What follows belongs to an exercise in optimizing a design on an open flow for small area; a production flow would make more cautious choices. In this exercise RTL edits were held to simulation tests only and were not proved equivalent to the original. Power figures rest on the tool's default switching activity, not on a simulated workload.

==> run E: inputs <==
==> flow/design.v (excerpt) <==
module ALU (
    input  logic clk,
    input  logic rst_n,
    input  logic [5:0] alu_op,
    input  logic word,
    input  logic [15:0] a,
    input  logic [15:0] b,
    input  logic cf_in,
    input  logic [4:0] shift_cnt,
    output logic [15:0] result
);
clock: 100.0 ns
lec_check: 0
cap_margin: 0
core_margin: 2
core_utilization: 60
cts_buf_list: sky130_fd_sc_hd__clkbuf_4
cts_cluster_size: 30
slew_margin: 0
synth_hierarchical: 1
synth_minimum_keep_size: 0
standard.sh (not shown) runs the stock make flow with config.mk's settings and CLKGATE_MAP_FILE= SYNTH_SCRIPT=/design/flow/synth_recipe.tcl, a recipe that flattens the netlist after the stock synthesis.
==> flow/flow/run.sh <==
#!/bin/bash
# The standard layout (the standard.sh, unchanged synthesis), with the
# port buffers made from the smallest buffer cell instead of the default pick,
# and one sink cluster for the clock tree.
set -euo pipefail
export BUFFER_PORTS_ARGS="-buffer_cell sky130_fd_sc_hd__buf_1"
export CTS_ARGS="-sink_clustering_enable -repair_clock_nets -buf_list sky130_fd_sc_hd__clkbuf_4 -sink_clustering_size 16 -sink_clustering_max_diameter 500"
bash standard.sh > standard.log 2>&1
==> inputs of run G, as changes to run E <==
==> flow/flow/run.sh (replaced) <==
#!/bin/bash
# The standard layout (the standard.sh, unchanged synthesis), with the
# port buffers made from the smallest buffer cell instead of the default pick.
set -euo pipefail
export BUFFER_PORTS_ARGS="-buffer_cell sky130_fd_sc_hd__buf_1"
bash standard.sh > standard.log 2>&1
==> inputs of run A, as changes to run E <==
==> flow/design.v (replaced) <==
`timescale 1ns/1ns
module ALU_fa (
    input  logic x,
    input  logic y,
    input  logic ci,
    output logic s,
    output logic co
);
    assign s  = x ^ y ^ ci;
    assign co = (x & y) | (ci & (x ^ y));
endmodule
module ALU_mx (
    input  logic s,
    input  logic x,
    input  logic sel,
    input  logic nsel,
    output logic xo_n
);
    assign xo_n = ~((s | nsel) & (x | sel));
endmodule
module ALU_inv (
    input  logic a,
    output logic y
);
    assign y = ~a;
endmodule
module ALU_bs (
    input  logic b,
    input  logic nsh,
    input  logic pa,
    input  logic pb,
    output logic bs
);
    assign bs = (b & nsh) | (pa & pb);
endmodule
module ALU_yb (
    input  logic       a,
    input  logic       bs,
    input  logic [3:0] lut,
    output logic       y
);
    assign y = lut[{a, bs}];
endmodule
module ALU_nor2 (
    input  logic a,
    input  logic b,
    output logic y
);
    assign y = ~(a | b);
endmodule
module ALU_a22o (
    input  logic a1,
    input  logic a2,
    input  logic b1,
    input  logic b2,
    output logic x
);
    assign x = (a1 & a2) | (b1 & b2);
endmodule
module ALU_o21a (
    input  logic a1,
    input  logic a2,
    input  logic b1,
    output logic x
);
    assign x = (a1 | a2) & b1;
endmodule
module ALU_o21ai (
    input  logic a1,
    input  logic a2,
    input  logic b1,
    output logic y
);
    assign y = ~((a1 | a2) & b1);
endmodule
module ALU_o211a (
    input  logic a1,
    input  logic a2,
    input  logic b1,
    input  logic c1,
    output logic x
);
    assign x = (a1 | a2) & b1 & c1;
endmodule
module ALU_ob (
    input  logic x,
    input  logic selx,
    input  logic q,
    input  logic selq,
    input  logic r,
    input  logic hold,
    output logic d
);
    assign d = (selx & x) | (selq & q) | (hold & r);
endmodule
module ALU_and2 (
    input  logic a,
    input  logic b,
    output logic y
);
    assign y = a & b;
endmodule
module ALU_nand2 (
    input  logic a,
    input  logic b,
    output logic y
);
    assign y = ~(a & b);
endmodule
module ALU_a21o (
    input  logic a1,
    input  logic a2,
    input  logic b1,
    output logic x
);
    assign x = (a1 & a2) | b1;
endmodule
module ALU_c_a21o (
    input  logic A1,
    input  logic A2,
    input  logic B1,
    output logic X
);
    assign X = (A1&A2) | (B1);
endmodule
module ALU_c_a22o (
    input  logic A1,
    input  logic A2,
    input  logic B1,
    input  logic B2,
    output logic X
);
    assign X = (B1&B2) | (A1&A2);
endmodule
module ALU_c_and2 (
    input  logic A,
    input  logic B,
    output logic X
);
    assign X = (A&B);
endmodule
module ALU_c_and3 (
    input  logic A,
    input  logic B,
    input  logic C,
    output logic X
);
    assign X = (A&B&C);
endmodule
module ALU_c_inv (
    input  logic A,
    output logic Y
);
    assign Y = (~A);
endmodule
module ALU_c_nand2 (
    input  logic A,
    input  logic B,
    output logic Y
);
    assign Y = (~A) | (~B);
endmodule
module ALU_c_nand3 (
    input  logic A,
    input  logic B,
    input  logic C,
    output logic Y
);
    assign Y = (~A) | (~B) | (~C);
endmodule
module ALU_c_nand3b (
    input  logic A_N,
    input  logic B,
    input  logic C,
    output logic Y
);
    assign Y = (A_N) | (~B) | (~C);
endmodule
module ALU_c_nor2 (
    input  logic A,
    input  logic B,
    output logic Y
);
    assign Y = (~A&~B);
endmodule
module ALU_c_o211a (
    input  logic A1,
    input  logic A2,
    input  logic B1,
    input  logic C1,
    output logic X
);
    assign X = (A1&B1&C1) | (A2&B1&C1);
endmodule
module ALU_c_o21a (
    input  logic A1,
    input  logic A2,
    input  logic B1,
    output logic X
);
    assign X = (A1&B1) | (A2&B1);
endmodule
module ALU_c_o21ai (
    input  logic A1,
    input  logic A2,
    input  logic B1,
    output logic Y
);
    assign Y = (~A1&~A2) | (~B1);
endmodule
module ALU_c_or2 (
    input  logic A,
    input  logic B,
    output logic X
);
    assign X = (A) | (B);
endmodule
module ALU_c_or3 (
    input  logic A,
    input  logic B,
    input  logic C,
    output logic X
);
    assign X = (A) | (B) | (C);
endmodule
module ALU_dec(alu_op, shift_cnt, rst_n, cf_in, x0a, nsh, pa, pb, divm, mulm, narith0, cin0, lut, selx, selq, hold, ror);
  input [5:0] alu_op;
  wire [5:0] alu_op;
  input [4:0] shift_cnt;
  wire [4:0] shift_cnt;
  input rst_n;
  wire rst_n;
  input cf_in;
  wire cf_in;
  output x0a;
  wire x0a;
  output nsh;
  wire nsh;
  output [3:0] pa;
  wire [3:0] pa;
  output [3:0] pb;
  wire [3:0] pb;
  output divm;
  wire divm;
  output mulm;
  wire mulm;
  output narith0;
  wire narith0;
  output cin0;
  wire cin0;
  output [3:0] lut;
  wire [3:0] lut;
  output selx;
  wire selx;
  output selq;
  wire selq;
  output hold;
  wire hold;
  output ror;
  wire ror;
  wire _00_;
  wire _01_;
  wire _02_;
  wire _03_;
  wire _04_;
  wire _05_;
  wire _06_;
  wire _07_;
  wire _08_;
  wire _09_;
  wire _10_;
  wire _11_;
  wire _12_;
  wire _13_;
  wire _14_;
  wire _15_;
  wire _16_;
  wire _17_;
  wire _18_;
  wire _19_;
  wire _20_;
  wire _21_;
  wire _22_;
  wire _23_;
  wire _24_;
  wire _25_;
  wire _26_;
  wire _27_;
  wire _28_;
  wire _29_;
  wire _30_;
  wire _31_;
  wire _32_;
  wire _33_;
  wire _34_;
  wire _35_;
  wire _36_;
  wire o0;
  wire o1;
  wire o2;
  wire o3;
  wire o4;
  wire o5;
  ALU_c_inv _37_ (
    .A(alu_op[4]),
    .Y(_00_)
  );
  ALU_c_inv _38_ (
    .A(alu_op[1]),
    .Y(_01_)
  );
  ALU_c_or3 _39_ (
    .A(_01_),
    .B(alu_op[0]),
    .C(alu_op[4]),
    .X(_02_)
  );
  ALU_c_nand2 _40_ (
    .A(alu_op[2]),
    .B(_02_),
    .Y(_03_)
  );
  ALU_c_nor2 _41_ (
    .A(alu_op[3]),
    .B(alu_op[4]),
    .Y(_04_)
  );
  ALU_c_nor2 _42_ (
    .A(_03_),
    .B(_04_),
    .Y(divm)
  );
  ALU_c_inv _43_ (
    .A(alu_op[2]),
    .Y(_05_)
  );
  ALU_c_nand2 _44_ (
    .A(_05_),
    .B(_04_),
    .Y(_06_)
  );
  ALU_c_nor2 _45_ (
    .A(alu_op[1]),
    .B(alu_op[0]),
    .Y(_07_)
  );
  ALU_c_nor2 _46_ (
    .A(_06_),
    .B(_07_),
    .Y(_08_)
  );
  ALU_c_nor2 _47_ (
    .A(divm),
    .B(_08_),
    .Y(_09_)
  );
  ALU_c_o211a _48_ (
    .A1(alu_op[1]),
    .A2(_00_),
    .B1(_02_),
    .C1(_09_),
    .X(lut[1])
  );
  ALU_c_nor2 _49_ (
    .A(alu_op[1]),
    .B(alu_op[4]),
    .Y(_10_)
  );
  ALU_c_nand2 _50_ (
    .A(alu_op[0]),
    .B(_10_),
    .Y(_11_)
  );
  ALU_c_a21o _51_ (
    .A1(_02_),
    .A2(_11_),
    .B1(_06_),
    .X(_12_)
  );
  ALU_c_and2 _52_ (
    .A(_03_),
    .B(_12_),
    .X(_13_)
  );
  ALU_c_inv _53_ (
    .A(alu_op[3]),
    .Y(_14_)
  );
  ALU_c_nor2 _54_ (
    .A(_14_),
    .B(alu_op[4]),
    .Y(_15_)
  );
  ALU_c_nand2 _55_ (
    .A(alu_op[2]),
    .B(_15_),
    .Y(_16_)
  );
  ALU_c_nor2 _56_ (
    .A(alu_op[1]),
    .B(_04_),
    .Y(_17_)
  );
  ALU_c_o21ai _57_ (
    .A1(alu_op[0]),
    .A2(_00_),
    .B1(_17_),
    .Y(_18_)
  );
  ALU_c_and3 _58_ (
    .A(_09_),
    .B(_16_),
    .C(_18_),
    .X(lut[3])
  );
  ALU_c_o21a _59_ (
    .A1(alu_op[1]),
    .A2(alu_op[0]),
    .B1(lut[3]),
    .X(_19_)
  );
  ALU_c_o21ai _60_ (
    .A1(_13_),
    .A2(_19_),
    .B1(_11_),
    .Y(lut[0])
  );
  ALU_c_o21ai _61_ (
    .A1(alu_op[3]),
    .A2(alu_op[4]),
    .B1(_07_),
    .Y(_20_)
  );
  ALU_c_nand2 _62_ (
    .A(_13_),
    .B(_20_),
    .Y(lut[2])
  );
  ALU_c_nor2 _63_ (
    .A(shift_cnt[4]),
    .B(shift_cnt[3]),
    .Y(_21_)
  );
  ALU_c_nor2 _64_ (
    .A(_01_),
    .B(_05_),
    .Y(_22_)
  );
  ALU_c_nand2 _65_ (
    .A(alu_op[1]),
    .B(alu_op[2]),
    .Y(_23_)
  );
  ALU_c_and3 _66_ (
    .A(_02_),
    .B(_19_),
    .C(_23_),
    .X(mulm)
  );
  ALU_c_or2 _67_ (
    .A(divm),
    .B(mulm),
    .X(narith0)
  );
  ALU_c_and2 _68_ (
    .A(_15_),
    .B(narith0),
    .X(_24_)
  );
  ALU_c_nand2 _69_ (
    .A(_22_),
    .B(_24_),
    .Y(_25_)
  );
  ALU_c_and3 _70_ (
    .A(shift_cnt[2]),
    .B(_21_),
    .C(_25_),
    .X(pb[1])
  );
  ALU_c_o21ai _71_ (
    .A1(shift_cnt[0]),
    .A2(_22_),
    .B1(_24_),
    .Y(_26_)
  );
  ALU_c_nand2 _72_ (
    .A(shift_cnt[1]),
    .B(_23_),
    .Y(_27_)
  );
  ALU_c_nor2 _73_ (
    .A(_26_),
    .B(_27_),
    .Y(pa[3])
  );
  ALU_c_nor2 _74_ (
    .A(_26_),
    .B(pa[3]),
    .Y(pa[1])
  );
  ALU_c_inv _75_ (
    .A(shift_cnt[2]),
    .Y(_28_)
  );
  ALU_c_a22o _76_ (
    .A1(_28_),
    .A2(_21_),
    .B1(_22_),
    .B2(_24_),
    .X(pb[0])
  );
  ALU_c_o21ai _77_ (
    .A1(alu_op[3]),
    .A2(_22_),
    .B1(alu_op[4]),
    .Y(_29_)
  );
  ALU_c_nand3b _78_ (
    .A_N(alu_op[5]),
    .B(rst_n),
    .C(_29_),
    .Y(hold)
  );
  ALU_c_nor2 _79_ (
    .A(_25_),
    .B(hold),
    .Y(ror)
  );
  ALU_c_nor2 _80_ (
    .A(shift_cnt[0]),
    .B(_22_),
    .Y(_30_)
  );
  ALU_c_nand2 _81_ (
    .A(_24_),
    .B(_30_),
    .Y(_31_)
  );
  ALU_c_nor2 _82_ (
    .A(shift_cnt[1]),
    .B(_31_),
    .Y(pa[0])
  );
  ALU_c_inv _83_ (
    .A(_24_),
    .Y(nsh)
  );
  ALU_c_nand2 _84_ (
    .A(shift_cnt[4]),
    .B(_10_),
    .Y(_32_)
  );
  ALU_c_nand2 _85_ (
    .A(divm),
    .B(_32_),
    .Y(_33_)
  );
  ALU_c_nor2 _86_ (
    .A(hold),
    .B(_33_),
    .Y(selq)
  );
  ALU_c_nand3b _87_ (
    .A_N(shift_cnt[4]),
    .B(shift_cnt[3]),
    .C(_25_),
    .Y(_34_)
  );
  ALU_c_nor2 _88_ (
    .A(shift_cnt[2]),
    .B(_34_),
    .Y(pb[2])
  );
  ALU_c_nand3 _89_ (
    .A(alu_op[4]),
    .B(cf_in),
    .C(_07_),
    .Y(_35_)
  );
  ALU_c_nand2 _90_ (
    .A(_09_),
    .B(_35_),
    .Y(cin0)
  );
  ALU_c_o21ai _91_ (
    .A1(_14_),
    .A2(alu_op[4]),
    .B1(_23_),
    .Y(_36_)
  );
  ALU_c_o21ai _92_ (
    .A1(_19_),
    .A2(_36_),
    .B1(_16_),
    .Y(x0a)
  );
  ALU_c_nor2 _93_ (
    .A(divm),
    .B(hold),
    .Y(selx)
  );
  ALU_c_nor2 _94_ (
    .A(_28_),
    .B(_34_),
    .Y(pb[3])
  );
  ALU_c_and3 _95_ (
    .A(shift_cnt[1]),
    .B(_24_),
    .C(_30_),
    .X(pa[2])
  );
  assign o5 = alu_op[5];
  assign o4 = alu_op[4];
  assign o3 = alu_op[3];
  assign o2 = alu_op[2];
  assign o1 = alu_op[1];
  assign o0 = alu_op[0];
endmodule
module ALU (
    input  logic clk,
    input  logic rst_n,
    input  logic [5:0] alu_op,
    input  logic word,
    input  logic [15:0] a,
    input  logic [15:0] b,
    input  logic cf_in,
    input  logic [4:0] shift_cnt,
    output logic [15:0] result
);
    genvar k;
    logic       x0a, nsh, divm, mulm, narith0, cin0, selx, selq, hold, ror;
    logic [3:0] pa, pb, lut;
    ALU_dec u_dec (
        .alu_op(alu_op), .shift_cnt(shift_cnt), .rst_n(rst_n), .cf_in(cf_in),
        .x0a(x0a), .nsh(nsh), .pa(pa), .pb(pb), .divm(divm), .mulm(mulm),
        .narith0(narith0), .cin0(cin0), .lut(lut), .selx(selx), .selq(selq),
        .hold(hold), .ror(ror)
    );
    logic [15:0] bs, y, yn;
    generate
        for (k = 0; k < 16; k++) begin : g_y
            ALU_bs  u_bs (.b(b[k]), .nsh(nsh), .pa(pa[k % 4]), .pb(pb[k / 4]), .bs(bs[k]));
            ALU_yb  u_yb (.a(a[k]), .bs(bs[k]), .lut(lut), .y(y[k]));
            ALU_inv u_yn (.a(y[k]), .y(yn[k]));
        end
    endgenerate
    logic [16:0] hz;           
    assign hz[0] = divm;
    logic [15:0] x0;
    generate
        for (k = 0; k < 16; k++) begin : g_x0
            if (((15 - k) & 1) == 1) begin : g_n
                ALU_nand2 u_x0 (.a(a[k]), .b(x0a), .y(x0[k]));
            end else begin : g_p
                ALU_and2 u_x0 (.a(a[k]), .b(x0a), .y(x0[k]));
            end
        end
    endgenerate
    logic [15:0] xo [0:15];    
    logic [15:0] q;
    generate
        for (k = 15; k >= 0; k--) begin : g_row
            localparam int W = 16 - k;
            localparam logic P = 1'((15 - k) & 1);
            logic [W-1:0] xi, yi;
            logic [W:0]   c;
            logic         sel, nsel;
            if (k == 15) begin : g_first
                assign xi = x0[15];
            end else begin : g_next
                assign xi = {xo[k+1][15:k+1], x0[k]};
            end
            assign yi   = P ? yn[W-1:0] : y[W-1:0];
            assign c[0] = ((k == 0) ? cin0 : divm) ^ P;
            if (P) begin : g_ctl_n
                logic nma;
                if (k == 0) begin : g_h0
                    ALU_inv u_hz (.a(divm), .y(hz[k+1]));
                end else begin : g_h
                    ALU_nand2 u_hz (.a(hz[k]), .b(y[16-k]), .y(hz[k+1]));
                end
                ALU_nand2 u_ma (.a(mulm), .b(a[k]), .y(nma));
                if (k == 0) begin : g_s0
                    ALU_o211a u_s (.a1(c[W]), .a2(hz[k+1]), .b1(nma), .c1(narith0), .x(nsel));
                    ALU_inv u_sel (.a(nsel), .y(sel));
                end else begin : g_s
                    ALU_o21ai u_s (.a1(c[W]), .a2(hz[k+1]), .b1(nma), .y(sel));
                    ALU_inv u_nsel (.a(sel), .y(nsel));
                end
            end else begin : g_ctl_p
                ALU_nor2 u_hz (.a(hz[k]), .b(yn[16-k]), .y(hz[k+1]));
                ALU_a22o u_s (.a1(mulm), .a2(a[k]), .b1(c[W]), .b2(hz[k+1]), .x(sel));
                ALU_inv u_nsel (.a(sel), .y(nsel));
            end
            assign q[k] = sel;
            for (genvar j = 0; j < W; j++) begin : g_bit
                logic s;
                ALU_fa u_fa (.x(xi[j]), .y(yi[j]), .ci(c[j]), .s(s), .co(c[j+1]));
                ALU_mx u_mx (.s(s), .x(xi[j]), .sel(sel), .nsel(nsel), .xo_n(xo[k][k+j]));
            end
            if (k > 0) begin : g_lo
                assign xo[k][k-1:0] = '0;
            end
        end
    endgenerate
    logic [15:0] d;
    generate
        for (k = 0; k < 16; k++) begin : g_ob
            logic dk;
            ALU_ob u_ob (
                .x(xo[0][k]), .selx(selx), .q(q[k]), .selq(selq),
                .r(result[k]), .hold(hold), .d(dk)
            );
            if (k == 15) begin : g_ror
                ALU_a21o u_e (.a1(ror), .a2(a[0]), .b1(dk), .x(d[k]));
            end else begin : g_plain
                assign d[k] = dk;
            end
        end
    endgenerate
    always_ff @(posedge clk)
        result <= d;
endmodule
==> flow/flow/run.sh (replaced) <==
#!/bin/bash
# The standard layout (the standard.sh, unchanged synthesis), with the
# port buffers made from the smallest buffer cell instead of the default pick.
set -euo pipefail
export BUFFER_PORTS_ARGS="-buffer_cell sky130_fd_sc_hd__buf_1"
bash standard.sh > standard.log 2>&1
--- a/flow/config.mk
+++ b/flow/config.mk
@@ -5,11 +5,12 @@
 export SDC_FILE = /design/flow/constraint.sdc
 export NUM_CORES = 4
 export LEC_CHECK = 0
 export CAP_MARGIN = 0
 export CORE_MARGIN = 2
-export CORE_UTILIZATION = 60
+export CORE_UTILIZATION = 50
 export CTS_BUF_LIST = sky130_fd_sc_hd__clkbuf_4
 export CTS_CLUSTER_SIZE = 30
+export PLACE_DENSITY = 0.6
 export SLEW_MARGIN = 0
 export SYNTH_HIERARCHICAL = 1
 export SYNTH_MINIMUM_KEEP_SIZE = 0
==> notes <==
In clock skew, run E and run G do not differ. In sequential power, run E and run G hardly differ. First-iteration DRC count: run G is smaller than run A (about 6%). In clock-buffer cell count, run A and run E do not differ. In flip-flop and latch count, run A and run E do not differ. Of run A and run G, run G has the higher maximum frequency (gap about 1.5%, measured against run G). In global-route usage, run E and run G do not differ. Against run A, the routed wire length of run E is smaller by about 5%.

port drivers added, routing unchanged:
In the flow no input, the clock included, has a driving cell. The finished layouts below were timed again as built, in two steps. Step 1 sets driving cells, clkbuf_16 on the clock port and buf_2 on the other inputs (assumed; they add their load-dependent delay and slew). Step 2 times the ports against the registers' clock, not the clock port: input delays grow and output delays shrink by t, the midpoint of the rising clock arrivals with the driver on. Slacks: no drivers / after step 1 / after step 2; pairs: no drivers / after step 1.
run | t, ns | setup slack, ns | latest minus earliest clock arrival (ns) | worst data-port slew with drivers (ns)
run E | 0.321 | 14.155 / 14.152 / 13.831 | 0.007 / 0.007 | 0.04
run G | 0.321 | 14.155 / 14.152 / 13.831 | 0.007 / 0.007 | 0.04
run A | 0.305 | 12.885 / 12.882 / 12.577 | 0.007 / 0.007 | 0.06
After both steps every run listed still meets setup and hold.
